From an optimization exercise on the open Yosys and OpenROAD flow, aimed at small area, a short achievable clock period and few clock cycles per item; shortcuts taken in it are not production practice. Only simulation tests tie the RTL to the original design; equivalence was not proved.

[design/flow/design.v]
`timescale 1ns / 10ps
module flex_counter #(
    parameter SIZE = 8
) (
    input logic clk,
    input logic n_rst,
    input logic clear,
    input logic count_enable,
    input logic [SIZE-1:0] rollover_val,
    output logic [SIZE-1:0] count_out,
    output logic rollover_flag
);
    logic [SIZE-1:0] count_next;
    logic rollover_next;
    always_comb begin
        if (clear) begin
            count_next = '0;
        end else if (count_enable) begin
            if (count_out >= rollover_val) begin
                count_next = '0; count_next[0] = 1'b1;
            end else begin
                count_next = count_out + 1;
            end
        end else begin
            count_next = count_out;
        end
    end
    always_comb begin
        rollover_next = 1'b0;
        if (!clear) begin
            rollover_next = (count_next >= rollover_val);
        end
    end
    always_ff @(posedge clk or negedge n_rst) begin
        if (!n_rst) begin
            count_out <= '0;
            rollover_flag <= 1'b0;
        end else begin
            count_out <= count_next;
            rollover_flag <= rollover_next;
        end
    end
endmodule
`timescale 1ns / 10ps
module sync #(
    parameter logic RST_VAL = 1'b0
) (
    input logic clk,
    input logic n_rst,
    input logic async_in,
    output logic sync_out
);
    logic stage1;
    always_ff @( posedge clk, negedge n_rst ) begin : sync_ff
        if(!n_rst) begin
            stage1 <= RST_VAL;
            sync_out <= RST_VAL;
        end
        else begin
            stage1 <= async_in;
            sync_out <= stage1;
        end
    end
endmodule
`timescale 1ns / 10ps
module counter (
    input logic clk,
    input logic n_rst,
    input logic cnt_up,
    input logic clear,
    output logic one_k_samples
);
    logic [9:0] count_out;
    logic [9:0] unused;
    flex_counter #(.SIZE(10)) counter (
        .clk(clk),
        .n_rst(n_rst),
        .clear(clear),
        .count_enable(cnt_up),
        .rollover_val(10'd1000),
        .count_out(count_out),
        .rollover_flag(one_k_samples)
    );
    assign unused = count_out;
endmodule
`timescale 1ns / 10ps
module magnitude (
  input  logic [16:0] in,
  output logic [15:0] out
);
  logic [16:0] in_temp;
  always_comb begin
    if (in[16] == 1'b1) begin
      in_temp = (~in) + 1'b1;
    end else begin
      in_temp = in;
    end
    out = in_temp[15:0];
  end
endmodule
`timescale 1ns / 10ps
module datapath (
    input  logic        clk,
    input  logic        n_reset,
    input  logic [15:0] sample_data,
    input  logic [15:0] fir_coefficient,
    input  logic [3:0]  f_we,         
    input  logic        shift,        
    input  logic        out_we,       
    input  logic        use_alt,      
    input  logic [1:0]  alt_a_sel,    
    input  logic [1:0]  alt_f_sel,    
    input  logic [2:0]  st2_op,       
    input  logic        st2_init,     
    input  logic        st2_neg_a,    
    input  logic        st2_neg_b,    
    output logic        ovf,          
    output logic [15:0] fir_out
);
    logic [15:0] f0, f1, f2, f3;
    logic [15:0] x0, x1, x2;
    always_ff @(posedge clk or negedge n_reset) begin
        if (!n_reset) begin
            f0 <= '0; f1 <= '0; f2 <= '0; f3 <= '0;
        end else begin
            if (f_we[0]) f0 <= fir_coefficient;
            if (f_we[1]) f1 <= fir_coefficient;
            if (f_we[2]) f2 <= fir_coefficient;
            if (f_we[3]) f3 <= fir_coefficient;
        end
    end
    always_ff @(posedge clk or negedge n_reset) begin
        if (!n_reset) begin
            x0 <= '0; x1 <= '0; x2 <= '0;
        end else if (shift) begin
            x0 <= sample_data;
            x1 <= x0;
            x2 <= x1;
        end
    end
    logic [15:0] xalt, falt;
    logic [17:0] f0x3, faltx3;
    logic [15:0] a_next;
    always_comb begin
        case (alt_a_sel)
            2'd1: xalt = x0;
            2'd2: xalt = x1;
            default: xalt = x2;
        endcase
        case (alt_f_sel)
            2'd0: falt = f0;
            2'd1: falt = f1;
            2'd2: falt = f2;
            default: falt = f3;
        endcase
    end
    assign f0x3   = {2'b0, f0} + {1'b0, f0, 1'b0};
    assign faltx3 = {2'b0, falt} + {1'b0, falt, 1'b0};
    assign a_next = use_alt ? xalt : sample_data;
    logic [7:0]  op_s1, op_s2, op_s3;
    logic [15:0] op_f;
    logic [17:0] op_f3;
    always_ff @(posedge clk) begin
        for (int j = 0; j < 8; j++) begin
            op_s1[j] <= a_next[2*j] & ~a_next[2*j+1];
            op_s2[j] <= ~a_next[2*j] & a_next[2*j+1];
            op_s3[j] <= a_next[2*j] & a_next[2*j+1];
        end
        op_f  <= use_alt ? falt : f0;
        op_f3 <= use_alt ? faltx3 : f0x3;
    end
    logic [31:0] rs, rc;
    mul_tree tree (.s1(op_s1), .s2(op_s2), .s3(op_s3), .f(op_f), .f3(op_f3), .rs(rs), .rc(rc));
    logic [31:0] ps, pc;
    always_ff @(posedge clk) begin
        ps <= rs;
        pc <= rc;
    end
    logic [15:0] lo;
    logic        c15;
    logic [31:0] full;
    logic        pov;                  
    logic [18:0] ph, qh;
    assign lo   = {1'b0, ps[14:0]} + {1'b0, pc[14:0]};
    assign c15  = lo[15];
    assign full = ps + pc;
    assign pov  = full[31];
    assign ph   = {2'b0, ps[31:15]};
    assign qh   = {2'b0, pc[31:15]};
    logic [18:0] bank_a, bank_b;       
    logic        bank_ov;
    logic        neg_a, neg_b, is_t3;
    assign neg_a = st2_neg_a;
    assign neg_b = st2_neg_b;
    assign is_t3 = (st2_op == 3'd3);
    logic [18:0] base_a, base_b, in_a, in_b, sa, ca, sb, cb;
    logic [18:0] sum_a, sum_b0, sum_b1, new_a, new_b;
    assign base_a = st2_init ? 19'd0 : bank_a;
    assign base_b = st2_init ? {19{1'b1}} : bank_b;
    assign in_a = base_a ^ {19{neg_a}};
    assign in_b = base_b ^ {19{neg_b}};
    assign sa = in_a ^ ph ^ qh;
    assign ca = (in_a & ph) | (in_a & qh) | (ph & qh);
    assign sb = in_b ^ ph ^ qh;
    assign cb = (in_b & ph) | (in_b & qh) | (ph & qh);
    assign sum_a  = sa + {ca[17:0], c15};
    assign sum_b0 = sb + {cb[17:0], c15};
    assign sum_b1 = sb + {cb[17:0], c15} + 19'd1;
    assign new_a = is_t3 ? base_a : (sum_a ^ {19{neg_a}});
    assign new_b = sum_b0 ^ {19{neg_b}};
    logic [18:0] acc2, acc3, acc3m1;
    assign acc2   = sum_a;
    assign acc3   = sum_b1;
    assign acc3m1 = sum_b0;
    assign ovf = pov | bank_ov
               | (!acc2[18] && (acc2[17] || acc2[16]))
               | (acc3[18] && !(acc3[17] && acc3[16]));
    always_ff @(posedge clk or negedge n_reset) begin
        if (!n_reset) fir_out <= '0;
        else if (out_we) fir_out <= acc3[18] ? ~acc3m1[15:0] : acc3[15:0];
    end
    always_ff @(posedge clk or negedge n_reset) begin
        if (!n_reset) begin
            bank_a <= '0;
            bank_b <= {19{1'b1}};
            bank_ov <= 1'b0;
        end else if (st2_op != 3'd0) begin
            bank_a <= new_a;
            bank_b <= new_b;
            bank_ov <= (st2_init ? 1'b0 : bank_ov) | pov;
        end
    end
endmodule
module mul_tree (
    input  logic [7:0]  s1,    
    input  logic [7:0]  s2,    
    input  logic [7:0]  s3,    
    input  logic [15:0] f,     
    input  logic [17:0] f3,    
    output logic [31:0] rs,    
    output logic [31:0] rc
);
    logic pp0_0, pp0_1, pp0_2, pp0_3, pp0_4, pp0_5, pp0_6, pp0_7, pp0_8, pp0_9, pp0_10, pp0_11, pp0_12, pp0_13, pp0_14, pp0_15, pp0_16, pp0_17, pp1_0, pp1_1, pp1_2, pp1_3, pp1_4, pp1_5, pp1_6, pp1_7, pp1_8, pp1_9, pp1_10, pp1_11, pp1_12, pp1_13, pp1_14, pp1_15, pp1_16, pp1_17, pp2_0, pp2_1, pp2_2, pp2_3, pp2_4, pp2_5, pp2_6, pp2_7, pp2_8, pp2_9, pp2_10, pp2_11, pp2_12, pp2_13, pp2_14, pp2_15, pp2_16, pp2_17, pp3_0, pp3_1, pp3_2, pp3_3, pp3_4, pp3_5, pp3_6, pp3_7, pp3_8, pp3_9, pp3_10, pp3_11, pp3_12, pp3_13, pp3_14, pp3_15, pp3_16, pp3_17, pp4_0, pp4_1, pp4_2, pp4_3, pp4_4, pp4_5, pp4_6, pp4_7, pp4_8, pp4_9, pp4_10, pp4_11, pp4_12, pp4_13, pp4_14, pp4_15, pp4_16, pp4_17, pp5_0, pp5_1, pp5_2, pp5_3, pp5_4, pp5_5, pp5_6, pp5_7, pp5_8, pp5_9, pp5_10, pp5_11, pp5_12, pp5_13, pp5_14, pp5_15, pp5_16, pp5_17, pp6_0, pp6_1, pp6_2, pp6_3, pp6_4, pp6_5, pp6_6, pp6_7, pp6_8, pp6_9, pp6_10, pp6_11, pp6_12, pp6_13, pp6_14, pp6_15, pp6_16, pp6_17, pp7_0, pp7_1, pp7_2, pp7_3, pp7_4, pp7_5, pp7_6, pp7_7, pp7_8, pp7_9, pp7_10, pp7_11, pp7_12, pp7_13, pp7_14, pp7_15, pp7_16, pp7_17, hs0, hc0, fs0, fc0, fs1, fc1, hs1, hc1, fs2, fc2, fs3, fc3, fs4, fc4, fs5, fc5, fs6, fc6, fs7, fc7, fs8, fc8, hs2, hc2, fs9, fc9, hs3, hc3, fs10, fc10, hs4, hc4, hs5, hc5, fs11, fc11, fs12, fc12, hs6, hc6, fs13, fc13, fs14, fc14, fs15, fc15, fs16, fc16, fs17, fc17, fs18, fc18, fs19, fc19, fs20, fc20, fs21, fc21, fs22, fc22, fs23, fc23, fs24, fc24, fs25, fc25, fs26, fc26, fs27, fc27, fs28, fc28, fs29, fc29, fs30, fc30, fs31, fc31, fs32, fc32, fs33, fc33, fs34, fc34, fs35, fc35, fs36, fc36, fs37, fc37, hs7, hc7, fs38, fc38, hs8, hc8, hs9, hc9, fs39, fc39, fs40, fc40, fs41, fc41, fs42, fc42, fs43, fc43, fs44, fc44, fs45, fc45, fs46, fc46, fs47, fc47, fs48, fc48, fs49, fc49, fs50, fc50, fs51, fc51, fs52, fc52, fs53, fc53, fs54, fc54, fs55, fc55, fs56, fc56, fs57, fc57, fs58, fc58, hs10, hc10, hs11, hc11, fs59, fc59, fs60, fc60, fs61, fc61, fs62, fc62, fs63, fc63, fs64, fc64, fs65, fc65, fs66, fc66, fs67, fc67, fs68, fc68, fs69, fc69, fs70, fc70, fs71, fc71, fs72, fc72, fs73, fc73, fs74, fc74, fs75, fc75, fs76, fc76, fs77, fc77, fs78, fc78, fs79, fc79, fs80, fc80, fs81, fc81, fs82, fc82, hs12, hc12;
    assign pp0_0 = (s1[0] & f[0]) | (s3[0] & f3[0]);
    assign pp0_1 = (s1[0] & f[1]) | (s2[0] & f[0]) | (s3[0] & f3[1]);
    assign pp0_2 = (s1[0] & f[2]) | (s2[0] & f[1]) | (s3[0] & f3[2]);
    assign pp0_3 = (s1[0] & f[3]) | (s2[0] & f[2]) | (s3[0] & f3[3]);
    assign pp0_4 = (s1[0] & f[4]) | (s2[0] & f[3]) | (s3[0] & f3[4]);
    assign pp0_5 = (s1[0] & f[5]) | (s2[0] & f[4]) | (s3[0] & f3[5]);
    assign pp0_6 = (s1[0] & f[6]) | (s2[0] & f[5]) | (s3[0] & f3[6]);
    assign pp0_7 = (s1[0] & f[7]) | (s2[0] & f[6]) | (s3[0] & f3[7]);
    assign pp0_8 = (s1[0] & f[8]) | (s2[0] & f[7]) | (s3[0] & f3[8]);
    assign pp0_9 = (s1[0] & f[9]) | (s2[0] & f[8]) | (s3[0] & f3[9]);
    assign pp0_10 = (s1[0] & f[10]) | (s2[0] & f[9]) | (s3[0] & f3[10]);
    assign pp0_11 = (s1[0] & f[11]) | (s2[0] & f[10]) | (s3[0] & f3[11]);
    assign pp0_12 = (s1[0] & f[12]) | (s2[0] & f[11]) | (s3[0] & f3[12]);
    assign pp0_13 = (s1[0] & f[13]) | (s2[0] & f[12]) | (s3[0] & f3[13]);
    assign pp0_14 = (s1[0] & f[14]) | (s2[0] & f[13]) | (s3[0] & f3[14]);
    assign pp0_15 = (s1[0] & f[15]) | (s2[0] & f[14]) | (s3[0] & f3[15]);
    assign pp0_16 = (s2[0] & f[15]) | (s3[0] & f3[16]);
    assign pp0_17 = (s3[0] & f3[17]);
    assign pp1_0 = (s1[1] & f[0]) | (s3[1] & f3[0]);
    assign pp1_1 = (s1[1] & f[1]) | (s2[1] & f[0]) | (s3[1] & f3[1]);
    assign pp1_2 = (s1[1] & f[2]) | (s2[1] & f[1]) | (s3[1] & f3[2]);
    assign pp1_3 = (s1[1] & f[3]) | (s2[1] & f[2]) | (s3[1] & f3[3]);
    assign pp1_4 = (s1[1] & f[4]) | (s2[1] & f[3]) | (s3[1] & f3[4]);
    assign pp1_5 = (s1[1] & f[5]) | (s2[1] & f[4]) | (s3[1] & f3[5]);
    assign pp1_6 = (s1[1] & f[6]) | (s2[1] & f[5]) | (s3[1] & f3[6]);
    assign pp1_7 = (s1[1] & f[7]) | (s2[1] & f[6]) | (s3[1] & f3[7]);
    assign pp1_8 = (s1[1] & f[8]) | (s2[1] & f[7]) | (s3[1] & f3[8]);
    assign pp1_9 = (s1[1] & f[9]) | (s2[1] & f[8]) | (s3[1] & f3[9]);
    assign pp1_10 = (s1[1] & f[10]) | (s2[1] & f[9]) | (s3[1] & f3[10]);
    assign pp1_11 = (s1[1] & f[11]) | (s2[1] & f[10]) | (s3[1] & f3[11]);
    assign pp1_12 = (s1[1] & f[12]) | (s2[1] & f[11]) | (s3[1] & f3[12]);
    assign pp1_13 = (s1[1] & f[13]) | (s2[1] & f[12]) | (s3[1] & f3[13]);
    assign pp1_14 = (s1[1] & f[14]) | (s2[1] & f[13]) | (s3[1] & f3[14]);
    assign pp1_15 = (s1[1] & f[15]) | (s2[1] & f[14]) | (s3[1] & f3[15]);
    assign pp1_16 = (s2[1] & f[15]) | (s3[1] & f3[16]);
    assign pp1_17 = (s3[1] & f3[17]);
    assign pp2_0 = (s1[2] & f[0]) | (s3[2] & f3[0]);
    assign pp2_1 = (s1[2] & f[1]) | (s2[2] & f[0]) | (s3[2] & f3[1]);
    assign pp2_2 = (s1[2] & f[2]) | (s2[2] & f[1]) | (s3[2] & f3[2]);
    assign pp2_3 = (s1[2] & f[3]) | (s2[2] & f[2]) | (s3[2] & f3[3]);
    assign pp2_4 = (s1[2] & f[4]) | (s2[2] & f[3]) | (s3[2] & f3[4]);
    assign pp2_5 = (s1[2] & f[5]) | (s2[2] & f[4]) | (s3[2] & f3[5]);
    assign pp2_6 = (s1[2] & f[6]) | (s2[2] & f[5]) | (s3[2] & f3[6]);
    assign pp2_7 = (s1[2] & f[7]) | (s2[2] & f[6]) | (s3[2] & f3[7]);
    assign pp2_8 = (s1[2] & f[8]) | (s2[2] & f[7]) | (s3[2] & f3[8]);
    assign pp2_9 = (s1[2] & f[9]) | (s2[2] & f[8]) | (s3[2] & f3[9]);
    assign pp2_10 = (s1[2] & f[10]) | (s2[2] & f[9]) | (s3[2] & f3[10]);
    assign pp2_11 = (s1[2] & f[11]) | (s2[2] & f[10]) | (s3[2] & f3[11]);
    assign pp2_12 = (s1[2] & f[12]) | (s2[2] & f[11]) | (s3[2] & f3[12]);
    assign pp2_13 = (s1[2] & f[13]) | (s2[2] & f[12]) | (s3[2] & f3[13]);
    assign pp2_14 = (s1[2] & f[14]) | (s2[2] & f[13]) | (s3[2] & f3[14]);
    assign pp2_15 = (s1[2] & f[15]) | (s2[2] & f[14]) | (s3[2] & f3[15]);
    assign pp2_16 = (s2[2] & f[15]) | (s3[2] & f3[16]);
    assign pp2_17 = (s3[2] & f3[17]);
    assign pp3_0 = (s1[3] & f[0]) | (s3[3] & f3[0]);
    assign pp3_1 = (s1[3] & f[1]) | (s2[3] & f[0]) | (s3[3] & f3[1]);
    assign pp3_2 = (s1[3] & f[2]) | (s2[3] & f[1]) | (s3[3] & f3[2]);
    assign pp3_3 = (s1[3] & f[3]) | (s2[3] & f[2]) | (s3[3] & f3[3]);
    assign pp3_4 = (s1[3] & f[4]) | (s2[3] & f[3]) | (s3[3] & f3[4]);
    assign pp3_5 = (s1[3] & f[5]) | (s2[3] & f[4]) | (s3[3] & f3[5]);
    assign pp3_6 = (s1[3] & f[6]) | (s2[3] & f[5]) | (s3[3] & f3[6]);
    assign pp3_7 = (s1[3] & f[7]) | (s2[3] & f[6]) | (s3[3] & f3[7]);
    assign pp3_8 = (s1[3] & f[8]) | (s2[3] & f[7]) | (s3[3] & f3[8]);
    assign pp3_9 = (s1[3] & f[9]) | (s2[3] & f[8]) | (s3[3] & f3[9]);
    assign pp3_10 = (s1[3] & f[10]) | (s2[3] & f[9]) | (s3[3] & f3[10]);
    assign pp3_11 = (s1[3] & f[11]) | (s2[3] & f[10]) | (s3[3] & f3[11]);
    assign pp3_12 = (s1[3] & f[12]) | (s2[3] & f[11]) | (s3[3] & f3[12]);
    assign pp3_13 = (s1[3] & f[13]) | (s2[3] & f[12]) | (s3[3] & f3[13]);
    assign pp3_14 = (s1[3] & f[14]) | (s2[3] & f[13]) | (s3[3] & f3[14]);
    assign pp3_15 = (s1[3] & f[15]) | (s2[3] & f[14]) | (s3[3] & f3[15]);
    assign pp3_16 = (s2[3] & f[15]) | (s3[3] & f3[16]);
    assign pp3_17 = (s3[3] & f3[17]);
    assign pp4_0 = (s1[4] & f[0]) | (s3[4] & f3[0]);
    assign pp4_1 = (s1[4] & f[1]) | (s2[4] & f[0]) | (s3[4] & f3[1]);
    assign pp4_2 = (s1[4] & f[2]) | (s2[4] & f[1]) | (s3[4] & f3[2]);
    assign pp4_3 = (s1[4] & f[3]) | (s2[4] & f[2]) | (s3[4] & f3[3]);
    assign pp4_4 = (s1[4] & f[4]) | (s2[4] & f[3]) | (s3[4] & f3[4]);
    assign pp4_5 = (s1[4] & f[5]) | (s2[4] & f[4]) | (s3[4] & f3[5]);
    assign pp4_6 = (s1[4] & f[6]) | (s2[4] & f[5]) | (s3[4] & f3[6]);
    assign pp4_7 = (s1[4] & f[7]) | (s2[4] & f[6]) | (s3[4] & f3[7]);
    assign pp4_8 = (s1[4] & f[8]) | (s2[4] & f[7]) | (s3[4] & f3[8]);
    assign pp4_9 = (s1[4] & f[9]) | (s2[4] & f[8]) | (s3[4] & f3[9]);
    assign pp4_10 = (s1[4] & f[10]) | (s2[4] & f[9]) | (s3[4] & f3[10]);
    assign pp4_11 = (s1[4] & f[11]) | (s2[4] & f[10]) | (s3[4] & f3[11]);
    assign pp4_12 = (s1[4] & f[12]) | (s2[4] & f[11]) | (s3[4] & f3[12]);
    assign pp4_13 = (s1[4] & f[13]) | (s2[4] & f[12]) | (s3[4] & f3[13]);
    assign pp4_14 = (s1[4] & f[14]) | (s2[4] & f[13]) | (s3[4] & f3[14]);
    assign pp4_15 = (s1[4] & f[15]) | (s2[4] & f[14]) | (s3[4] & f3[15]);
    assign pp4_16 = (s2[4] & f[15]) | (s3[4] & f3[16]);
    assign pp4_17 = (s3[4] & f3[17]);
    assign pp5_0 = (s1[5] & f[0]) | (s3[5] & f3[0]);
    assign pp5_1 = (s1[5] & f[1]) | (s2[5] & f[0]) | (s3[5] & f3[1]);
    assign pp5_2 = (s1[5] & f[2]) | (s2[5] & f[1]) | (s3[5] & f3[2]);
    assign pp5_3 = (s1[5] & f[3]) | (s2[5] & f[2]) | (s3[5] & f3[3]);
    assign pp5_4 = (s1[5] & f[4]) | (s2[5] & f[3]) | (s3[5] & f3[4]);
    assign pp5_5 = (s1[5] & f[5]) | (s2[5] & f[4]) | (s3[5] & f3[5]);
    assign pp5_6 = (s1[5] & f[6]) | (s2[5] & f[5]) | (s3[5] & f3[6]);
    assign pp5_7 = (s1[5] & f[7]) | (s2[5] & f[6]) | (s3[5] & f3[7]);
    assign pp5_8 = (s1[5] & f[8]) | (s2[5] & f[7]) | (s3[5] & f3[8]);
    assign pp5_9 = (s1[5] & f[9]) | (s2[5] & f[8]) | (s3[5] & f3[9]);
    assign pp5_10 = (s1[5] & f[10]) | (s2[5] & f[9]) | (s3[5] & f3[10]);
    assign pp5_11 = (s1[5] & f[11]) | (s2[5] & f[10]) | (s3[5] & f3[11]);
    assign pp5_12 = (s1[5] & f[12]) | (s2[5] & f[11]) | (s3[5] & f3[12]);
    assign pp5_13 = (s1[5] & f[13]) | (s2[5] & f[12]) | (s3[5] & f3[13]);
    assign pp5_14 = (s1[5] & f[14]) | (s2[5] & f[13]) | (s3[5] & f3[14]);
    assign pp5_15 = (s1[5] & f[15]) | (s2[5] & f[14]) | (s3[5] & f3[15]);
    assign pp5_16 = (s2[5] & f[15]) | (s3[5] & f3[16]);
    assign pp5_17 = (s3[5] & f3[17]);
    assign pp6_0 = (s1[6] & f[0]) | (s3[6] & f3[0]);
    assign pp6_1 = (s1[6] & f[1]) | (s2[6] & f[0]) | (s3[6] & f3[1]);
    assign pp6_2 = (s1[6] & f[2]) | (s2[6] & f[1]) | (s3[6] & f3[2]);
    assign pp6_3 = (s1[6] & f[3]) | (s2[6] & f[2]) | (s3[6] & f3[3]);
    assign pp6_4 = (s1[6] & f[4]) | (s2[6] & f[3]) | (s3[6] & f3[4]);
    assign pp6_5 = (s1[6] & f[5]) | (s2[6] & f[4]) | (s3[6] & f3[5]);
    assign pp6_6 = (s1[6] & f[6]) | (s2[6] & f[5]) | (s3[6] & f3[6]);
    assign pp6_7 = (s1[6] & f[7]) | (s2[6] & f[6]) | (s3[6] & f3[7]);
    assign pp6_8 = (s1[6] & f[8]) | (s2[6] & f[7]) | (s3[6] & f3[8]);
    assign pp6_9 = (s1[6] & f[9]) | (s2[6] & f[8]) | (s3[6] & f3[9]);
    assign pp6_10 = (s1[6] & f[10]) | (s2[6] & f[9]) | (s3[6] & f3[10]);
    assign pp6_11 = (s1[6] & f[11]) | (s2[6] & f[10]) | (s3[6] & f3[11]);
    assign pp6_12 = (s1[6] & f[12]) | (s2[6] & f[11]) | (s3[6] & f3[12]);
    assign pp6_13 = (s1[6] & f[13]) | (s2[6] & f[12]) | (s3[6] & f3[13]);
    assign pp6_14 = (s1[6] & f[14]) | (s2[6] & f[13]) | (s3[6] & f3[14]);
    assign pp6_15 = (s1[6] & f[15]) | (s2[6] & f[14]) | (s3[6] & f3[15]);
    assign pp6_16 = (s2[6] & f[15]) | (s3[6] & f3[16]);
    assign pp6_17 = (s3[6] & f3[17]);
    assign pp7_0 = (s1[7] & f[0]) | (s3[7] & f3[0]);
    assign pp7_1 = (s1[7] & f[1]) | (s2[7] & f[0]) | (s3[7] & f3[1]);
    assign pp7_2 = (s1[7] & f[2]) | (s2[7] & f[1]) | (s3[7] & f3[2]);
    assign pp7_3 = (s1[7] & f[3]) | (s2[7] & f[2]) | (s3[7] & f3[3]);
    assign pp7_4 = (s1[7] & f[4]) | (s2[7] & f[3]) | (s3[7] & f3[4]);
    assign pp7_5 = (s1[7] & f[5]) | (s2[7] & f[4]) | (s3[7] & f3[5]);
    assign pp7_6 = (s1[7] & f[6]) | (s2[7] & f[5]) | (s3[7] & f3[6]);
    assign pp7_7 = (s1[7] & f[7]) | (s2[7] & f[6]) | (s3[7] & f3[7]);
    assign pp7_8 = (s1[7] & f[8]) | (s2[7] & f[7]) | (s3[7] & f3[8]);
    assign pp7_9 = (s1[7] & f[9]) | (s2[7] & f[8]) | (s3[7] & f3[9]);
    assign pp7_10 = (s1[7] & f[10]) | (s2[7] & f[9]) | (s3[7] & f3[10]);
    assign pp7_11 = (s1[7] & f[11]) | (s2[7] & f[10]) | (s3[7] & f3[11]);
    assign pp7_12 = (s1[7] & f[12]) | (s2[7] & f[11]) | (s3[7] & f3[12]);
    assign pp7_13 = (s1[7] & f[13]) | (s2[7] & f[12]) | (s3[7] & f3[13]);
    assign pp7_14 = (s1[7] & f[14]) | (s2[7] & f[13]) | (s3[7] & f3[14]);
    assign pp7_15 = (s1[7] & f[15]) | (s2[7] & f[14]) | (s3[7] & f3[15]);
    assign pp7_16 = (s2[7] & f[15]) | (s3[7] & f3[16]);
    assign pp7_17 = (s3[7] & f3[17]);
    assign hs0 = pp0_12 ^ pp1_10;
    assign hc0 = pp0_12 & pp1_10;
    assign fs0 = pp0_13 ^ pp1_11 ^ pp2_9;
    assign fc0 = (pp0_13 & pp1_11) | (pp0_13 & pp2_9) | (pp1_11 & pp2_9);
    assign fs1 = pp0_14 ^ pp1_12 ^ pp2_10;
    assign fc1 = (pp0_14 & pp1_12) | (pp0_14 & pp2_10) | (pp1_12 & pp2_10);
    assign hs1 = pp3_8 ^ pp4_6;
    assign hc1 = pp3_8 & pp4_6;
    assign fs2 = pp0_15 ^ pp1_13 ^ pp2_11;
    assign fc2 = (pp0_15 & pp1_13) | (pp0_15 & pp2_11) | (pp1_13 & pp2_11);
    assign fs3 = pp3_9 ^ pp4_7 ^ pp5_5;
    assign fc3 = (pp3_9 & pp4_7) | (pp3_9 & pp5_5) | (pp4_7 & pp5_5);
    assign fs4 = pp0_16 ^ pp1_14 ^ pp2_12;
    assign fc4 = (pp0_16 & pp1_14) | (pp0_16 & pp2_12) | (pp1_14 & pp2_12);
    assign fs5 = pp3_10 ^ pp4_8 ^ pp5_6;
    assign fc5 = (pp3_10 & pp4_8) | (pp3_10 & pp5_6) | (pp4_8 & pp5_6);
    assign fs6 = pp0_17 ^ pp1_15 ^ pp2_13;
    assign fc6 = (pp0_17 & pp1_15) | (pp0_17 & pp2_13) | (pp1_15 & pp2_13);
    assign fs7 = pp3_11 ^ pp4_9 ^ pp5_7;
    assign fc7 = (pp3_11 & pp4_9) | (pp3_11 & pp5_7) | (pp4_9 & pp5_7);
    assign fs8 = pp1_16 ^ pp2_14 ^ pp3_12;
    assign fc8 = (pp1_16 & pp2_14) | (pp1_16 & pp3_12) | (pp2_14 & pp3_12);
    assign hs2 = pp4_10 ^ pp5_8;
    assign hc2 = pp4_10 & pp5_8;
    assign fs9 = pp1_17 ^ pp2_15 ^ pp3_13;
    assign fc9 = (pp1_17 & pp2_15) | (pp1_17 & pp3_13) | (pp2_15 & pp3_13);
    assign hs3 = pp4_11 ^ pp5_9;
    assign hc3 = pp4_11 & pp5_9;
    assign fs10 = pp2_16 ^ pp3_14 ^ pp4_12;
    assign fc10 = (pp2_16 & pp3_14) | (pp2_16 & pp4_12) | (pp3_14 & pp4_12);
    assign hs4 = pp2_17 ^ pp3_15;
    assign hc4 = pp2_17 & pp3_15;
    assign hs5 = pp0_8 ^ pp1_6;
    assign hc5 = pp0_8 & pp1_6;
    assign fs11 = pp0_9 ^ pp1_7 ^ pp2_5;
    assign fc11 = (pp0_9 & pp1_7) | (pp0_9 & pp2_5) | (pp1_7 & pp2_5);
    assign fs12 = pp0_10 ^ pp1_8 ^ pp2_6;
    assign fc12 = (pp0_10 & pp1_8) | (pp0_10 & pp2_6) | (pp1_8 & pp2_6);
    assign hs6 = pp3_4 ^ pp4_2;
    assign hc6 = pp3_4 & pp4_2;
    assign fs13 = pp0_11 ^ pp1_9 ^ pp2_7;
    assign fc13 = (pp0_11 & pp1_9) | (pp0_11 & pp2_7) | (pp1_9 & pp2_7);
    assign fs14 = pp3_5 ^ pp4_3 ^ pp5_1;
    assign fc14 = (pp3_5 & pp4_3) | (pp3_5 & pp5_1) | (pp4_3 & pp5_1);
    assign fs15 = hs0 ^ pp2_8 ^ pp3_6;
    assign fc15 = (hs0 & pp2_8) | (hs0 & pp3_6) | (pp2_8 & pp3_6);
    assign fs16 = pp4_4 ^ pp5_2 ^ pp6_0;
    assign fc16 = (pp4_4 & pp5_2) | (pp4_4 & pp6_0) | (pp5_2 & pp6_0);
    assign fs17 = hc0 ^ fs0 ^ pp3_7;
    assign fc17 = (hc0 & fs0) | (hc0 & pp3_7) | (fs0 & pp3_7);
    assign fs18 = pp4_5 ^ pp5_3 ^ pp6_1;
    assign fc18 = (pp4_5 & pp5_3) | (pp4_5 & pp6_1) | (pp5_3 & pp6_1);
    assign fs19 = fc0 ^ fs1 ^ hs1;
    assign fc19 = (fc0 & fs1) | (fc0 & hs1) | (fs1 & hs1);
    assign fs20 = pp5_4 ^ pp6_2 ^ pp7_0;
    assign fc20 = (pp5_4 & pp6_2) | (pp5_4 & pp7_0) | (pp6_2 & pp7_0);
    assign fs21 = fc1 ^ hc1 ^ fs2;
    assign fc21 = (fc1 & hc1) | (fc1 & fs2) | (hc1 & fs2);
    assign fs22 = fs3 ^ pp6_3 ^ pp7_1;
    assign fc22 = (fs3 & pp6_3) | (fs3 & pp7_1) | (pp6_3 & pp7_1);
    assign fs23 = fc2 ^ fc3 ^ fs4;
    assign fc23 = (fc2 & fc3) | (fc2 & fs4) | (fc3 & fs4);
    assign fs24 = fs5 ^ pp6_4 ^ pp7_2;
    assign fc24 = (fs5 & pp6_4) | (fs5 & pp7_2) | (pp6_4 & pp7_2);
    assign fs25 = fc4 ^ fc5 ^ fs6;
    assign fc25 = (fc4 & fc5) | (fc4 & fs6) | (fc5 & fs6);
    assign fs26 = fs7 ^ pp6_5 ^ pp7_3;
    assign fc26 = (fs7 & pp6_5) | (fs7 & pp7_3) | (pp6_5 & pp7_3);
    assign fs27 = fc6 ^ fc7 ^ fs8;
    assign fc27 = (fc6 & fc7) | (fc6 & fs8) | (fc7 & fs8);
    assign fs28 = hs2 ^ pp6_6 ^ pp7_4;
    assign fc28 = (hs2 & pp6_6) | (hs2 & pp7_4) | (pp6_6 & pp7_4);
    assign fs29 = fc8 ^ hc2 ^ fs9;
    assign fc29 = (fc8 & hc2) | (fc8 & fs9) | (hc2 & fs9);
    assign fs30 = hs3 ^ pp6_7 ^ pp7_5;
    assign fc30 = (hs3 & pp6_7) | (hs3 & pp7_5) | (pp6_7 & pp7_5);
    assign fs31 = fc9 ^ hc3 ^ fs10;
    assign fc31 = (fc9 & hc3) | (fc9 & fs10) | (hc3 & fs10);
    assign fs32 = pp5_10 ^ pp6_8 ^ pp7_6;
    assign fc32 = (pp5_10 & pp6_8) | (pp5_10 & pp7_6) | (pp6_8 & pp7_6);
    assign fs33 = fc10 ^ hs4 ^ pp4_13;
    assign fc33 = (fc10 & hs4) | (fc10 & pp4_13) | (hs4 & pp4_13);
    assign fs34 = pp5_11 ^ pp6_9 ^ pp7_7;
    assign fc34 = (pp5_11 & pp6_9) | (pp5_11 & pp7_7) | (pp6_9 & pp7_7);
    assign fs35 = hc4 ^ pp3_16 ^ pp4_14;
    assign fc35 = (hc4 & pp3_16) | (hc4 & pp4_14) | (pp3_16 & pp4_14);
    assign fs36 = pp5_12 ^ pp6_10 ^ pp7_8;
    assign fc36 = (pp5_12 & pp6_10) | (pp5_12 & pp7_8) | (pp6_10 & pp7_8);
    assign fs37 = pp3_17 ^ pp4_15 ^ pp5_13;
    assign fc37 = (pp3_17 & pp4_15) | (pp3_17 & pp5_13) | (pp4_15 & pp5_13);
    assign hs7 = pp6_11 ^ pp7_9;
    assign hc7 = pp6_11 & pp7_9;
    assign fs38 = pp4_16 ^ pp5_14 ^ pp6_12;
    assign fc38 = (pp4_16 & pp5_14) | (pp4_16 & pp6_12) | (pp5_14 & pp6_12);
    assign hs8 = pp4_17 ^ pp5_15;
    assign hc8 = pp4_17 & pp5_15;
    assign hs9 = pp0_6 ^ pp1_4;
    assign hc9 = pp0_6 & pp1_4;
    assign fs39 = pp0_7 ^ pp1_5 ^ pp2_3;
    assign fc39 = (pp0_7 & pp1_5) | (pp0_7 & pp2_3) | (pp1_5 & pp2_3);
    assign fs40 = hs5 ^ pp2_4 ^ pp3_2;
    assign fc40 = (hs5 & pp2_4) | (hs5 & pp3_2) | (pp2_4 & pp3_2);
    assign fs41 = hc5 ^ fs11 ^ pp3_3;
    assign fc41 = (hc5 & fs11) | (hc5 & pp3_3) | (fs11 & pp3_3);
    assign fs42 = fc11 ^ fs12 ^ hs6;
    assign fc42 = (fc11 & fs12) | (fc11 & hs6) | (fs12 & hs6);
    assign fs43 = fc12 ^ hc6 ^ fs13;
    assign fc43 = (fc12 & hc6) | (fc12 & fs13) | (hc6 & fs13);
    assign fs44 = fc13 ^ fc14 ^ fs15;
    assign fc44 = (fc13 & fc14) | (fc13 & fs15) | (fc14 & fs15);
    assign fs45 = fc15 ^ fc16 ^ fs17;
    assign fc45 = (fc15 & fc16) | (fc15 & fs17) | (fc16 & fs17);
    assign fs46 = fc17 ^ fc18 ^ fs19;
    assign fc46 = (fc17 & fc18) | (fc17 & fs19) | (fc18 & fs19);
    assign fs47 = fc19 ^ fc20 ^ fs21;
    assign fc47 = (fc19 & fc20) | (fc19 & fs21) | (fc20 & fs21);
    assign fs48 = fc21 ^ fc22 ^ fs23;
    assign fc48 = (fc21 & fc22) | (fc21 & fs23) | (fc22 & fs23);
    assign fs49 = fc23 ^ fc24 ^ fs25;
    assign fc49 = (fc23 & fc24) | (fc23 & fs25) | (fc24 & fs25);
    assign fs50 = fc25 ^ fc26 ^ fs27;
    assign fc50 = (fc25 & fc26) | (fc25 & fs27) | (fc26 & fs27);
    assign fs51 = fc27 ^ fc28 ^ fs29;
    assign fc51 = (fc27 & fc28) | (fc27 & fs29) | (fc28 & fs29);
    assign fs52 = fc29 ^ fc30 ^ fs31;
    assign fc52 = (fc29 & fc30) | (fc29 & fs31) | (fc30 & fs31);
    assign fs53 = fc31 ^ fc32 ^ fs33;
    assign fc53 = (fc31 & fc32) | (fc31 & fs33) | (fc32 & fs33);
    assign fs54 = fc33 ^ fc34 ^ fs35;
    assign fc54 = (fc33 & fc34) | (fc33 & fs35) | (fc34 & fs35);
    assign fs55 = fc35 ^ fc36 ^ fs37;
    assign fc55 = (fc35 & fc36) | (fc35 & fs37) | (fc36 & fs37);
    assign fs56 = fc37 ^ hc7 ^ fs38;
    assign fc56 = (fc37 & hc7) | (fc37 & fs38) | (hc7 & fs38);
    assign fs57 = fc38 ^ hs8 ^ pp6_13;
    assign fc57 = (fc38 & hs8) | (fc38 & pp6_13) | (hs8 & pp6_13);
    assign fs58 = hc8 ^ pp5_16 ^ pp6_14;
    assign fc58 = (hc8 & pp5_16) | (hc8 & pp6_14) | (pp5_16 & pp6_14);
    assign hs10 = pp5_17 ^ pp6_15;
    assign hc10 = pp5_17 & pp6_15;
    assign hs11 = pp0_4 ^ pp1_2;
    assign hc11 = pp0_4 & pp1_2;
    assign fs59 = pp0_5 ^ pp1_3 ^ pp2_1;
    assign fc59 = (pp0_5 & pp1_3) | (pp0_5 & pp2_1) | (pp1_3 & pp2_1);
    assign fs60 = hs9 ^ pp2_2 ^ pp3_0;
    assign fc60 = (hs9 & pp2_2) | (hs9 & pp3_0) | (pp2_2 & pp3_0);
    assign fs61 = hc9 ^ fs39 ^ pp3_1;
    assign fc61 = (hc9 & fs39) | (hc9 & pp3_1) | (fs39 & pp3_1);
    assign fs62 = fc39 ^ fs40 ^ pp4_0;
    assign fc62 = (fc39 & fs40) | (fc39 & pp4_0) | (fs40 & pp4_0);
    assign fs63 = fc40 ^ fs41 ^ pp4_1;
    assign fc63 = (fc40 & fs41) | (fc40 & pp4_1) | (fs41 & pp4_1);
    assign fs64 = fc41 ^ fs42 ^ pp5_0;
    assign fc64 = (fc41 & fs42) | (fc41 & pp5_0) | (fs42 & pp5_0);
    assign fs65 = fc42 ^ fs43 ^ fs14;
    assign fc65 = (fc42 & fs43) | (fc42 & fs14) | (fs43 & fs14);
    assign fs66 = fc43 ^ fs44 ^ fs16;
    assign fc66 = (fc43 & fs44) | (fc43 & fs16) | (fs44 & fs16);
    assign fs67 = fc44 ^ fs45 ^ fs18;
    assign fc67 = (fc44 & fs45) | (fc44 & fs18) | (fs45 & fs18);
    assign fs68 = fc45 ^ fs46 ^ fs20;
    assign fc68 = (fc45 & fs46) | (fc45 & fs20) | (fs46 & fs20);
    assign fs69 = fc46 ^ fs47 ^ fs22;
    assign fc69 = (fc46 & fs47) | (fc46 & fs22) | (fs47 & fs22);
    assign fs70 = fc47 ^ fs48 ^ fs24;
    assign fc70 = (fc47 & fs48) | (fc47 & fs24) | (fs48 & fs24);
    assign fs71 = fc48 ^ fs49 ^ fs26;
    assign fc71 = (fc48 & fs49) | (fc48 & fs26) | (fs49 & fs26);
    assign fs72 = fc49 ^ fs50 ^ fs28;
    assign fc72 = (fc49 & fs50) | (fc49 & fs28) | (fs50 & fs28);
    assign fs73 = fc50 ^ fs51 ^ fs30;
    assign fc73 = (fc50 & fs51) | (fc50 & fs30) | (fs51 & fs30);
    assign fs74 = fc51 ^ fs52 ^ fs32;
    assign fc74 = (fc51 & fs52) | (fc51 & fs32) | (fs52 & fs32);
    assign fs75 = fc52 ^ fs53 ^ fs34;
    assign fc75 = (fc52 & fs53) | (fc52 & fs34) | (fs53 & fs34);
    assign fs76 = fc53 ^ fs54 ^ fs36;
    assign fc76 = (fc53 & fs54) | (fc53 & fs36) | (fs54 & fs36);
    assign fs77 = fc54 ^ fs55 ^ hs7;
    assign fc77 = (fc54 & fs55) | (fc54 & hs7) | (fs55 & hs7);
    assign fs78 = fc55 ^ fs56 ^ pp7_10;
    assign fc78 = (fc55 & fs56) | (fc55 & pp7_10) | (fs56 & pp7_10);
    assign fs79 = fc56 ^ fs57 ^ pp7_11;
    assign fc79 = (fc56 & fs57) | (fc56 & pp7_11) | (fs57 & pp7_11);
    assign fs80 = fc57 ^ fs58 ^ pp7_12;
    assign fc80 = (fc57 & fs58) | (fc57 & pp7_12) | (fs58 & pp7_12);
    assign fs81 = fc58 ^ hs10 ^ pp7_13;
    assign fc81 = (fc58 & hs10) | (fc58 & pp7_13) | (hs10 & pp7_13);
    assign fs82 = hc10 ^ pp6_16 ^ pp7_14;
    assign fc82 = (hc10 & pp6_16) | (hc10 & pp7_14) | (pp6_16 & pp7_14);
    assign hs12 = pp6_17 ^ pp7_15;
    assign hc12 = pp6_17 & pp7_15;
    assign rs[0] = pp0_0;
    assign rc[0] = 1'b0;
    assign rs[1] = pp0_1;
    assign rc[1] = 1'b0;
    assign rs[2] = pp0_2;
    assign rc[2] = pp1_0;
    assign rs[3] = pp0_3;
    assign rc[3] = pp1_1;
    assign rs[4] = hs11;
    assign rc[4] = pp2_0;
    assign rs[5] = hc11;
    assign rc[5] = fs59;
    assign rs[6] = fc59;
    assign rc[6] = fs60;
    assign rs[7] = fc60;
    assign rc[7] = fs61;
    assign rs[8] = fc61;
    assign rc[8] = fs62;
    assign rs[9] = fc62;
    assign rc[9] = fs63;
    assign rs[10] = fc63;
    assign rc[10] = fs64;
    assign rs[11] = fc64;
    assign rc[11] = fs65;
    assign rs[12] = fc65;
    assign rc[12] = fs66;
    assign rs[13] = fc66;
    assign rc[13] = fs67;
    assign rs[14] = fc67;
    assign rc[14] = fs68;
    assign rs[15] = fc68;
    assign rc[15] = fs69;
    assign rs[16] = fc69;
    assign rc[16] = fs70;
    assign rs[17] = fc70;
    assign rc[17] = fs71;
    assign rs[18] = fc71;
    assign rc[18] = fs72;
    assign rs[19] = fc72;
    assign rc[19] = fs73;
    assign rs[20] = fc73;
    assign rc[20] = fs74;
    assign rs[21] = fc74;
    assign rc[21] = fs75;
    assign rs[22] = fc75;
    assign rc[22] = fs76;
    assign rs[23] = fc76;
    assign rc[23] = fs77;
    assign rs[24] = fc77;
    assign rc[24] = fs78;
    assign rs[25] = fc78;
    assign rc[25] = fs79;
    assign rs[26] = fc79;
    assign rc[26] = fs80;
    assign rs[27] = fc80;
    assign rc[27] = fs81;
    assign rs[28] = fc81;
    assign rc[28] = fs82;
    assign rs[29] = fc82;
    assign rc[29] = hs12;
    assign rs[30] = hc12;
    assign rc[30] = pp7_16;
    assign rs[31] = pp7_17;
    assign rc[31] = 1'b0;
endmodule
`timescale 1ns / 10ps
module controller (
    input  logic       clk,
    input  logic       n_rst,
    input  logic       dr,
    input  logic       lc,
    input  logic       ovf,
    output logic       cnt_up,
    output logic       clear,
    output logic       modwait,
    output logic       err,
    output logic [3:0] f_we,
    output logic       shift,
    output logic       out_we,
    output logic       use_alt,
    output logic [1:0] alt_a_sel,
    output logic [1:0] alt_f_sel,
    output logic [2:0] st2_op,
    output logic       st2_init,
    output logic       st2_neg_a,
    output logic       st2_neg_b
);
    typedef enum logic [1:0] {
        IDLE  = 2'd0,
        SAMP  = 2'd1,    
        LOAD  = 2'd2,    
        LWAIT = 2'd3     
    } state_t;
    state_t state, state_next;
    logic [1:0] k, k_next;           
    logic seen_samp, seen_load;
    logic post_commit, post_load;    
    logic [2:0] tag_op, tag_op_next, tag_st2_next;
    logic init_op, init_op_next, init_st2_next;
    always_comb begin
        state_next = state;
        k_next = k;
        seen_samp = 1'b0;
        seen_load = 1'b0;
        case (state)
            IDLE: begin
                if (lc) begin
                    state_next = LOAD;
                    k_next = 2'd0;
                    seen_load = 1'b1;
                end else if (dr) begin
                    state_next = SAMP;
                    seen_samp = 1'b1;
                end
            end
            SAMP: state_next = IDLE;
            LOAD: state_next = LWAIT;
            LWAIT: begin
                if (k == 2'd3) begin
                    state_next = IDLE;
                end else if (lc) begin
                    state_next = LOAD;
                    k_next = k + 2'd1;
                    seen_load = 1'b1;
                end
            end
            default: state_next = IDLE;
        endcase
    end
    assign shift  = (state == SAMP) && dr;
    assign out_we = shift;
    assign cnt_up = shift;
    assign clear  = (state == LOAD) && (k == 2'd0);
    always_comb begin
        f_we = 4'd0;
        if (seen_load) f_we[k_next] = 1'b1;
        if (state == LOAD) f_we[k] = 1'b1;
    end
    logic lw_load;                   
    logic [1:0] alt_a_next, alt_f_next;
    assign lw_load = (state == LWAIT) && lc && (k != 2'd3);
    always_comb begin
        use_alt = 1'b0;
        tag_op_next = 3'd0;
        init_op_next = 1'b0;
        if (seen_samp) begin
            use_alt = 1'b1; tag_op_next = 3'd3; init_op_next = 1'b1;
        end else if (lw_load) begin
            use_alt = 1'b1; init_op_next = 1'b1;
            tag_op_next = (k == 2'd2) ? 3'd1 : 3'd3;
        end else if (state == SAMP) begin
            use_alt = 1'b1;
            if (dr) tag_op_next = 3'd2;
        end else if ((state == LOAD) && (k != 2'd0)) begin
            use_alt = 1'b1;
            tag_op_next = (k == 2'd2) ? 3'd1 : 3'd2;
        end else if (post_commit) begin
            use_alt = 1'b1; tag_op_next = 3'd1;
        end else if (post_load && (k != 2'd0)) begin
            use_alt = 1'b1;
            tag_op_next = (k == 2'd2) ? 3'd2 : (k == 2'd3) ? 3'd3 : 3'd1;
        end
    end
    always_comb begin
        if (state == SAMP) begin
            alt_a_next = 2'd1; alt_f_next = 2'd1;                        
        end else if (state == LOAD) begin                                
            if (k == 2'd2) begin alt_a_next = 2'd2; alt_f_next = 2'd2; end
            else if (k == 2'd3) begin alt_a_next = 2'd3; alt_f_next = 2'd3; end
            else begin alt_a_next = 2'd1; alt_f_next = 2'd1; end
        end else if (state_next == SAMP) begin
            alt_a_next = 2'd1; alt_f_next = 2'd2;
        end else if (state_next == LOAD) begin
            if (k_next == 2'd2) begin alt_a_next = 2'd1; alt_f_next = 2'd1; end
            else begin alt_a_next = 2'd2; alt_f_next = 2'd2; end
        end else if (state_next == LWAIT) begin                          
            if (k_next == 2'd2) begin alt_a_next = 2'd1; alt_f_next = 2'd1; end
            else begin alt_a_next = 2'd3; alt_f_next = 2'd3; end
        end else begin                                                   
            alt_a_next = 2'd2; alt_f_next = 2'd3;
        end
    end
    always_comb begin
        tag_st2_next = tag_op;
        init_st2_next = init_op;
        if (seen_samp || ((state == SAMP) && !dr)) begin
            tag_st2_next = 3'd0;
        end
    end
    always_ff @(posedge clk or negedge n_rst) begin
        if (!n_rst) begin
            state <= IDLE;
            k <= 2'd0;
            modwait <= 1'b0;
            err <= 1'b0;
            post_commit <= 1'b0;
            post_load <= 1'b0;
            tag_op <= 3'd0;
            init_op <= 1'b0;
            st2_op <= 3'd0;
            st2_init <= 1'b0;
            st2_neg_a <= 1'b0;
            st2_neg_b <= 1'b0;
            alt_a_sel <= 2'd1;
            alt_f_sel <= 2'd1;
        end else begin
            state <= state_next;
            k <= k_next;
            modwait <= (state_next == SAMP) || (state_next == LOAD);
            if (state == SAMP) err <= dr ? ovf : 1'b1;
            else if (seen_load) err <= 1'b0;
            post_commit <= shift;
            post_load <= (state == LOAD);
            tag_op <= tag_op_next;
            init_op <= init_op_next;
            st2_op <= tag_st2_next;
            st2_init <= init_st2_next;
            st2_neg_a <= (tag_st2_next == 3'd1);
            st2_neg_b <= (tag_st2_next == 3'd1) || (tag_st2_next == 3'd3);
            alt_a_sel <= alt_a_next;
            alt_f_sel <= alt_f_next;
        end
    end
endmodule
`timescale 1ns / 10ps
module fir_filter (
    input logic clk,
    input logic n_rst,
    input logic [15:0] sample_data,
    input logic [15:0] fir_coefficient,
    input logic load_coeff,
    input logic data_ready,
    output logic one_k_samples,
    output logic modwait,
    output logic [15:0] fir_out,
    output logic err
);
    logic cnt_up;
    logic clear;
    logic ovf;
    logic lc;
    logic dr;
    logic [3:0] f_we;
    logic shift;
    logic out_we;
    logic use_alt;
    logic [1:0] alt_a_sel;
    logic [1:0] alt_f_sel;
    logic [2:0] st2_op;
    logic st2_init;
    logic st2_neg_a;
    logic st2_neg_b;
    counter counter (
        .clk(clk),
        .n_rst(n_rst),
        .cnt_up(cnt_up),
        .clear(clear),
        .one_k_samples(one_k_samples)
    );
    controller FIR_controller (
        .clk(clk),
        .n_rst(n_rst),
        .dr(dr),
        .lc(lc),
        .ovf(ovf),
        .cnt_up(cnt_up),
        .clear(clear),
        .modwait(modwait),
        .err(err),
        .f_we(f_we),
        .shift(shift),
        .out_we(out_we),
        .use_alt(use_alt),
        .alt_a_sel(alt_a_sel),
        .alt_f_sel(alt_f_sel),
        .st2_op(st2_op),
        .st2_init(st2_init),
        .st2_neg_a(st2_neg_a),
        .st2_neg_b(st2_neg_b)
    );
    datapath datapath (
        .clk(clk),
        .n_reset(n_rst),
        .sample_data(sample_data),
        .fir_coefficient(fir_coefficient),
        .f_we(f_we),
        .shift(shift),
        .out_we(out_we),
        .use_alt(use_alt),
        .alt_a_sel(alt_a_sel),
        .alt_f_sel(alt_f_sel),
        .st2_op(st2_op),
        .st2_init(st2_init),
        .st2_neg_a(st2_neg_a),
        .st2_neg_b(st2_neg_b),
        .ovf(ovf),
        .fir_out(fir_out)
    );
    sync sync_lc (
        .clk(clk),
        .n_rst(n_rst),
        .async_in(load_coeff),
        .sync_out(lc)
    );
    sync sync_dr (
        .clk(clk),
        .n_rst(n_rst),
        .async_in(data_ready),
        .sync_out(dr)
    );
endmodule
[design/flow/flow/run.sh]
#!/bin/bash
# The standard layout, with repair_timing asked to reach more setup slack
# than the design's clock period needs. Make's output goes to flow_make.log;
# each ORFS step keeps its own log under orfs/logs/.
set -euo pipefail
bash standard.sh SETUP_SLACK_MARGIN=7 finish > flow_make.log 2>&1
[design/flow/standard.sh]
#!/bin/bash
# synth_recipe.tcl (not shown) runs the flow's synth.tcl, then flattens the netlist and writes it again
# the make line also repeats each setting of config.mk as NAME=value (left out here)
make -C /OpenROAD-flow-scripts/flow DESIGN_CONFIG=/design/flow/config.mk WORK_HOME=/design/flow/orfs CLKGATE_MAP_FILE= SYNTH_SCRIPT=/design/flow/synth_recipe.tcl "${@:-finish}"
[design/flow/config.mk]
export PLATFORM = sky130hd
export DESIGN_NAME = fir_filter
export DESIGN_NICKNAME = fir_filter
export VERILOG_FILES = /design/flow/design.v
export SDC_FILE = /design/flow/constraint.sdc
export NUM_CORES = 4
export LEC_CHECK = 0
export CAP_MARGIN = 20
export CORE_MARGIN = 2
export CORE_UTILIZATION = 40
export SLEW_MARGIN = 20
[design/flow/constraint.sdc]
create_clock -name core_clock -period 11.0 [get_ports {clk}]
set_input_delay 2.2000 -clock core_clock [delete_from_list [all_inputs] [get_ports {clk}]]
set_output_delay 2.2000 -clock core_clock [all_outputs]
set_load 0.01 [all_outputs]
==> results of run 1 <==
-- layout make-up --
| cell class | count | area, sq um |
|---|---|---|
| Clock buffer | 56 | 1140 |
| Clock inverter | 17 | 185 |
| Fill cell | 4893 | 28000 |
| Inverter | 292 | 1100 |
| Multi-Input combinational cell | 1504 | 13100 |
| Sequential cell | 317 | 7390 |
| Tap cell | 688 | 861 |
| Timing Repair Buffer | 109 | 1070 |
-- cell families (layout without fill, tap and decap cells) --
group | after synthesis | after routing | synth area share, %
xor+xnor | 124 | 125 | 5.09
flops | 317 | 317 | 34.4
fa+ha+maj | 249 | 249 | 18.7
compound gates | 514 | 514 | 17.5
buf+inv | 423 | 474 | 7.41
simple gates | 522 | 522 | 11.2
mux | 94 | 94 | 5.76
-- synthesized netlist by cell type, types with 4 or more instances --
cell,n
ha_1,130
o21ai_1,12
o31ai_1,11
and3_1,13
clkbuf_1,119
nand2b_1,9
nand2_1,228
nand3_1,18
a222oi_1,119
o21bai_1,11
nor3_1,18
buf_1,10
a21oi_1,122
a31oi_1,11
o21ai_0,67
a211oi_1,20
xor2_1,54
fa_1,119
inv_1,291
dfrtp_1,180
a22o_1,22
xnor2_1,69
dfxtp_1,116
mux4_2,16
nor2_1,121
or3_1,9
and2_1,14
nand3b_1,6
o21a_1,17
mux2_2,76
dfstp_2,21
nor4_1,4
nor2b_1,50
a22oi_1,27
nand4_1,14
a21o_1,26
o22ai_1,5
-- worst register-to-register path, delay by kind of cell, from the launching register on --
family                   cells  cell delay [ps]
AND/OR/NAND/NOR              5             1250
AO/OA/AOI/OAI                3              820
buffers and inverters        3              400
adder cells (fa/ha/maj)      2              820
flip-flops                   1              520
XOR/XNOR                     3              460
-- final timing paths --
check / start / end / slack, ps / cells past startpoint
worst max-delay path: FIR_controller.st2_op[0] / datapath.fir_out[13] / 6670 / 16
worst min-delay path: sync_dr.stage1 / sync_dr.sync_out / 360 / 0
worst max register to register: FIR_controller.st2_op[0] / datapath.fir_out[13] / 6670 / 16
worst min register to register: sync_dr.stage1 / sync_dr.sync_out / 360 / 0
max in group asynchronous: n_rst / FIR_controller.alt_f_sel[1] / 7580 / 3
min in group asynchronous: n_rst / datapath.bank_a[18] / 1730 / 1
-- routing by layer --
metal | global-route usage (%) | vias up | share of wire, %
met1 | 28.4 | 8289 | 45
met4 | 7.18 | 0 | 3.0
li1 | - | 7845 | -
met2 | 33.3 | 626 | 46
met5 | 0 | - | 0
met3 | 3.39 | 127 | 6.5
-- through the flow --
step | instances | area, sq um | utilization, % | worst slack, ps | hold WS (ps)
after global placement | 2868 | 22600 | 42.7 | 6050 | 360
after CTS | 2975 | 24800 | 46.8 | 6740 | 373
after detailed placement | 2868 | 22600 | 42.7 | 5850 | 360
after floorplan | 2243 | 21600 | - | 6620 | 331
final | 2983 | 24900 | 47.1 | 6670 | 365
after global routing | 2983 | 24900 | 47.1 | 6500 | 370
-- placed cells by master, fill, tap and decap left out, types with 11 or more instances in the layout --
cell               n
a22oi_1           27
a21o_1            26
nor2_1           115
dfrtp_1          176
buf_4             40
nand2_1          226
dfxtp_1          114
o21ai_1           17
xnor2_1           61
and2_1            14
fa_1             118
o21ai_0           56
nand3_1           17
nand4_1           14
a22o_1            22
mux2_2            76
mux4_2            16
and3_1            11
ha_1             118
o21a_1            16
a211oi_1          16
dfstp_2           20
a222oi_1         119
nor3_1            14
nor2b_1           49
xor2_1            50
clkdlybuf4s50_1   53
o21bai_1          11
a21oi_1          116
clkbuf_16         42
inv_1            289
-- sequential cells by signal (all words and copies together) (netlist names), 2 cells and up --
register,flops
FIR_controller.alt_a_sel,2
datapath.f1,16
datapath.op_f3,17
datapath.x1,16
FIR_controller.state,2
datapath.fir_out,16
datapath.pc,29
datapath.bank_b,19
datapath.x2,16
FIR_controller.alt_f_sel,2
FIR_controller.tag_op,2
datapath.x0,16
FIR_controller.k,2
datapath.f3,16
datapath.f2,16
datapath.f0,16
FIR_controller.st2_op,2
datapath.ps,30
datapath.op_s1,8
datapath.op_s3,8
counter.counter.count_out,10
datapath.bank_a,19
datapath.op_s2,8
datapath.op_f,16
-- timing repair --
item                       4_1_cts  5_1_grt
setup endpoints to repair       21       87
hold endpoints to repair         0        0
pin swaps                       45       13
setup buffers                   32        8
cloned                           2        0
resized for setup              106       17
==> flow_metrics.py, run 1 <==
metrics = {
    "cells_and_area": {
        "diodes": 0,
        "finish.net_count": 2549,
        "drive_above_1_share_pct": 14.6,
        "area_growth_pct": 15.9,
    },
    "synthesis": {
        "yosysSeqAreaShare_pct": 34.4,
        "synth-async-reset-ratio_pct": 63.4,
        "synth_enable_flop_cells": 0,
        "synthDominantCellAreaShare_pct": 21.0,
        "yosys_cell_types": 80,
        "dominantRegCellSynth": "dfrtp_1",
        "netlist_area_sq_um": 21500,
        "synth_area_per_cell_sq_um": 9.57,
        "netlist_instances": 2243,
        "synth.area.top_cells": "dfrtp_1 21%, fa_1 11%, dfxtp_1 11%",
        "synthDominantAreaCellType": "dfrtp_1",
        "synth_seq_cells": 317,
        "postSynthNetCount": 2528,
        "synth_warnings": 4,
    },
    "routing": {
        "ant_nets": 0,
        "routedWlPerCell_um": 19.2,
        "vias_per_cell": 5.66,
        "detailedRoute.firstIterationViolations": 2246,
        "dr_total_vias": 16900,
        "drc_errors": 0,
        "drt-pass1-iter-count": 15,
        "wl_um": 57200,
    },
    "global_routing": {
        "grt_max_degree": 100,
        "number_of_antenna_violations_at_the_first_check_in_global_routing": 0,
        "groute.usage.overall_pct": 20.7,
        "grt_pass1_wl_um": 93400,
        "grt_pass1_vias": 17000,
        "globalRouteOverflowTotal": 0,
    },
    "die": {
        "start_util_pct": 40.6,
        "core.rowCount": 84,
        "chipWidth_um": 236,
        "vert_die_dim_um": 236,
        "dieArea_sq_um": 55600,
        "floorplan.io_pins": 55,
        "core_sq_um": 52900,
    },
    "place": {
        "place_hpwl_um": 39700,
        "routabilityCongestion": 0.899,
        "portBuffers": 54,
    },
    "outcome": {
        "status": "complete, no violations",
    },
    "min_path": {
        "worstHoldPathType": "reg2reg",
    },
    "clocking": {
        "numClockSinks": 317,
        "cts.path.max_buffers": 3,
        "cts-htree-levels": 2,
        "clk-insertion-delay-late_ps": 590,
        "cts_tree": "built",
        "cts_buffers": 40,
        "cts_root_buffer": "clkbuf_16",
        "worst_setup_hold_path_clk_slew_ps": 60,
        "cts_hold_repair.buffers": 0,
    },
    "timing": {
        "maxSlewHeadroom_pct": 28.2,
        "finalSetupViolations": 0,
        "number_of_hold_slack_violations_in_the_final_timing_report": 0,
        "grt_setup_unrepaired": "true",
        "slew_viol_final": 0,
        "worstMarginPinSlew_ps": 1080,
        "period_share_pct": 39.3,
        "final.min_clock_period_ps": 4330,
        "fin_skew_ps": 44.2,
        "fmax_mhz": 231,
        "setup_tns_ps": 0,
    },
    "setup_path": {
        "worstPathMaxFanout": 7,
        "cp_capture_type": "register",
        "critical_path_buf_inv_count": 3,
        "critical_path.top_delay_family": "simple AND/OR/NAND/NOR gates",
        "cp.required_ps": 11510,
        "critPathSlowestCell": "fa_1",
        "worst_ep_arrival_time_ps": 4840,
        "setup.worst_path.start_class": "register",
        "worstSetupPathType": "reg2reg",
        "critical_path.cell_chain": "buf_8 -> xor2_1 -> fa_1 -> inv_1 -> ha_4 -> o21a_1 -> and4_1 -> a211oi_2 -> xnor2_2 -> o2111a_2 -> nand4_4 -> nor4b_4 -> buf_6 -> xnor2_4 -> or4_1 -> nand3_1",
        "critical-path-max-stage-delay_ps": 560,
    },
    "job": {
        "max-cap-violations": 0,
    },
}
Testbench counts, summed over its fixed seeds: cycles 32,288, samples 8,040.
==> run 2: changes to the inputs <==
==> design/flow/run.sh (new file) <==
#!/bin/bash
# synth_recipe.tcl (not shown) runs the flow's synth.tcl, then flattens the netlist and writes it again
# the make line also repeats each setting of config.mk as NAME=value (left out here)
make -C /OpenROAD-flow-scripts/flow DESIGN_CONFIG=/design/flow/config.mk WORK_HOME=/design/flow/orfs CLKGATE_MAP_FILE= SYNTH_SCRIPT=/design/flow/synth_recipe.tcl finish
removed: design/flow/flow/run.sh
removed: design/flow/standard.sh
==> run 2 against run 1 <==
Wire length fell by 3.7%. Cell count fell by 1.5%. Synthesized area stayed put.
==> flow_metrics.py, run 2 <==
metrics = {
    "outcome": {
        "status": "complete, no violations",
    },
    "synthesis": {
        "netlist_instances": 2243,
        "synth_simple_gate_area_share_pct": 11.2,
        "synth_seq_cells": 317,
        "synth_top_family_by_area": "adder cells",
        "netlist_area_sq_um": 21500,
        "synth-xor-area-share_pct": 5.09,
        "synthDominantCellAreaShare_pct": 21.0,
        "synth_warnings": 4,
        "dominantRegCellSynth": "dfrtp_1",
        "synth.area.top_cells": "dfrtp_1 21%, fa_1 11%, dfxtp_1 11%",
        "post_synth_mux_area_share_pct": 5.76,
        "synth_area_per_cell_sq_um": 9.57,
        "synthDominantAreaCellType": "dfrtp_1",
        "synth-async-reset-ratio_pct": 63.4,
        "synth_enable_flop_cells": 0,
        "postSynthNetCount": 2528,
        "yosys_cell_types": 80,
        "synth_compound_area_share_pct": 17.5,
        "yosysSeqAreaShare_pct": 34.4,
        "post_synthesis_adder_cell_area_fraction_pct": 18.7,
        "synth.cells.most_frequent": "291 x inv_1, 228 x nand2_1, 180 x dfrtp_1",
        "yosysMostFrequentCell": "inv_1",
    },
    "die": {
        "core.rowCount": 84,
        "chipWidth_um": 236,
        "vert_die_dim_um": 236,
        "dieArea_sq_um": 55600,
        "floorplan.io_pins": 55,
        "start_util_pct": 40.6,
        "core_sq_um": 52900,
    },
    "setup_path": {
        "cp.required_ps": 11490,
        "cp_capture_type": "register",
        "worstPathMaxFanout": 39,
        "setup.worst_path.start_class": "register",
        "critical_path_buf_inv_count": 2,
        "critical_path.top_delay_family": "simple AND/OR/NAND/NOR gates",
        "worstSetupPathType": "reg2reg",
        "critical-path-max-stage-delay_ps": 550,
        "worst_ep_arrival_time_ps": 5790,
        "critPathSlowestCell": "fa_1",
        "critical_path.cell_chain": "buf_4 -> nor2_1 -> xor2_1 -> fa_1 -> inv_1 -> ha_1 -> fa_1 -> a211oi_2 -> o21bai_4 -> a2111o_1 -> o21ai_1 -> xnor2_1 -> nand3_1 -> nor4b_4 -> xnor2_2 -> or4_1 -> nand3_1",
    },
    "timing": {
        "fmax_mhz": 189,
        "setup_tns_ps": 0,
        "fin_skew_ps": 25.6,
        "maxSlewHeadroom_pct": 28.2,
        "slew_viol_final": 0,
        "final.min_clock_period_ps": 5290,
        "period_share_pct": 48.1,
        "number_of_hold_slack_violations_in_the_final_timing_report": 0,
        "finalSetupViolations": 0,
        "grt_setup_unrepaired": "false",
        "worstMarginPinSlew_ps": 1080,
    },
    "global_routing": {
        "grt_pass1_wl_um": 89600,
        "grt_max_degree": 83,
        "number_of_antenna_violations_at_the_first_check_in_global_routing": 0,
        "grt_pass1_vias": 16600,
        "groute.usage.overall_pct": 19.8,
        "globalRouteOverflowTotal": 0,
    },
    "job": {
        "max-cap-violations": 0,
    },
    "clocking": {
        "cts_root_buffer": "clkbuf_16",
        "cts-htree-levels": 2,
        "cts_buffers": 38,
        "ctsResizeCount": 0,
        "post-cts-setup-buffer-count": 0,
        "cts_tree": "built",
        "worst_setup_hold_path_clk_slew_ps": 60,
        "clk-insertion-delay-late_ps": 570,
        "cts.path.max_buffers": 3,
        "numClockSinks": 317,
        "cts_hold_repair.buffers": 0,
    },
    "cells_and_area": {
        "reg.largest.list": "datapath.ps: 30 flops, datapath.pc: 29 flops",
        "largest-register": "datapath.ps",
        "area_growth_pct": 11.1,
        "area_of_combinational_cells_with_multiple_inputs_sq_um": 12500,
        "finish.net_count": 2505,
        "drive_above_1_share_pct": 9.73,
        "largest_register_ffs": 30,
        "num-fill-cells": 5013,
        "diodes": 0,
        "layout_commonest_cell": "inv_1",
        "layout_common_cells": "291 x inv_1, 227 x nand2_1, 178 x dfrtp_1",
        "register_area_sq_um": 7380,
    },
    "routing": {
        "dr_total_vias": 16500,
        "routedWlPerCell_um": 18.8,
        "wl_um": 55100,
        "detailedRoute.firstIterationViolations": 2048,
        "vias_per_cell": 5.62,
        "drc_errors": 0,
        "ant_nets": 0,
        "drt-pass1-iter-count": 14,
    },
    "min_path": {
        "worstHoldPathType": "reg2reg",
    },
    "place": {
        "place_hpwl_um": 39400,
        "portBuffers": 54,
        "routabilityCongestion": 0.912,
    },
}
run 2: cell types whose count changed in the layout (fill, tap and decap cells not counted), moves of 7 or more:
cell	change
ha_4	-10
buf_6	-9
o21ai_0	+11
xnor2_1	+7
buf_4	-26
ha_1	+11
run 2: routing by layer:
layer | vias up | wire (um) | GRT usage [%]
li1 | 7758 | - | -
met1 | 7976 | 24100 | 26.5
met2 | 645 | 25600 | 32.4
met3 | 122 | 3720 | 3.34
met4 | 0 | 1690 | 6.87
met5 | - | 0 | 0
run 2: cell families (layout without fill, tap and decap cells):
family / Yosys count / count (layout)
and+or+nand+nor: 522 / 522
muxes: 94 / 94
xor gates and xnor gates: 124 / 124
DFF: 317 / 317
AOI/OAI and AO/OA: 514 / 514
buffers and inverters: 423 / 430
adders and majority gates: 249 / 249
run 2: worst register-to-register path, stage by stage (launching register included):
cell      delay (ps)
dfrtp_1          320
buf_4            390
nor2_1           140
xor2_1           180
fa_1             550
inv_1             40
ha_1             210
fa_1             460
a211oi_2         330
o21bai_4         130
a2111o_1         410
o21ai_1           90
xnor2_1          280
nand3_1          330
nor4b_4          470
xnor2_2          290
or4_1            540
nand3_1           90
run 2: path summary, 6_finish.rpt:
check | start | end | slack, ps | cells past startpoint
hold reg to reg | sync_dr.stage1 | sync_dr.sync_out | 350 | 0
setup / recovery | FIR_controller.st2_init | datapath.fir_out[13] | 5710 | 17
hold / removal | sync_dr.stage1 | sync_dr.sync_out | 350 | 0
max in group asynchronous | n_rst | datapath.x0[15] | 7990 | 2
setup reg to reg | FIR_controller.st2_init | datapath.fir_out[13] | 5710 | 17
min in group asynchronous | n_rst | datapath.bank_a[17] | 1640 | 1
run 2: metrics by stage:
step	setup slack, ps	util [%]	instances	area [sq um]	hold WS (ps)
after floorplan	5940	-	2243	21500	331
after global placement	5710	42.6	2868	22500	340
after detailed placement	5640	42.6	2868	22500	339
after CTS	5590	45.1	2938	23800	353
after global routing	5360	45.1	2938	23900	356
final	5710	45.1	2938	23900	351
run 2: cell type report:
type                       count  area share (%)
inverter                     292            4.59
tap                          688            3.61
multi-input combinational   1503            52.6
timing repair buffer          68            2.72
clock buffer                  51            4.62
sequential                   317            30.9
clock inverter                19           0.960

[separate check: timing with driven ports]
No port has a modelled driver above. Below, the same layouts with a new extraction and two added sets of constraints.
Step 1 sets driving cells, clkbuf_16 on the clock port and buf_2 on the other inputs (assumed; they add their load-dependent delay and slew).
Step 2 times the ports against the registers' clock, not the clock port: input delays grow and output delays shrink by t, the midpoint of the rising clock arrivals with the driver on.
Slacks: no drivers / after step 1 / after step 2; pairs: no drivers / after step 1.
| run | t (ns) | slack for setup (ns) | worst setup path at the end | worst register clock-pin slew, ns |
|---|---|---|---|---|
| run 1 | 0.623 | 6.674 / 6.674 / 6.674 | register to register | 0.07 / 0.07 |
| run 2 | 0.613 | 5.705 / 5.705 / 5.705 | register to register | 0.06 / 0.06 |
After both steps every run listed still meets setup and hold.
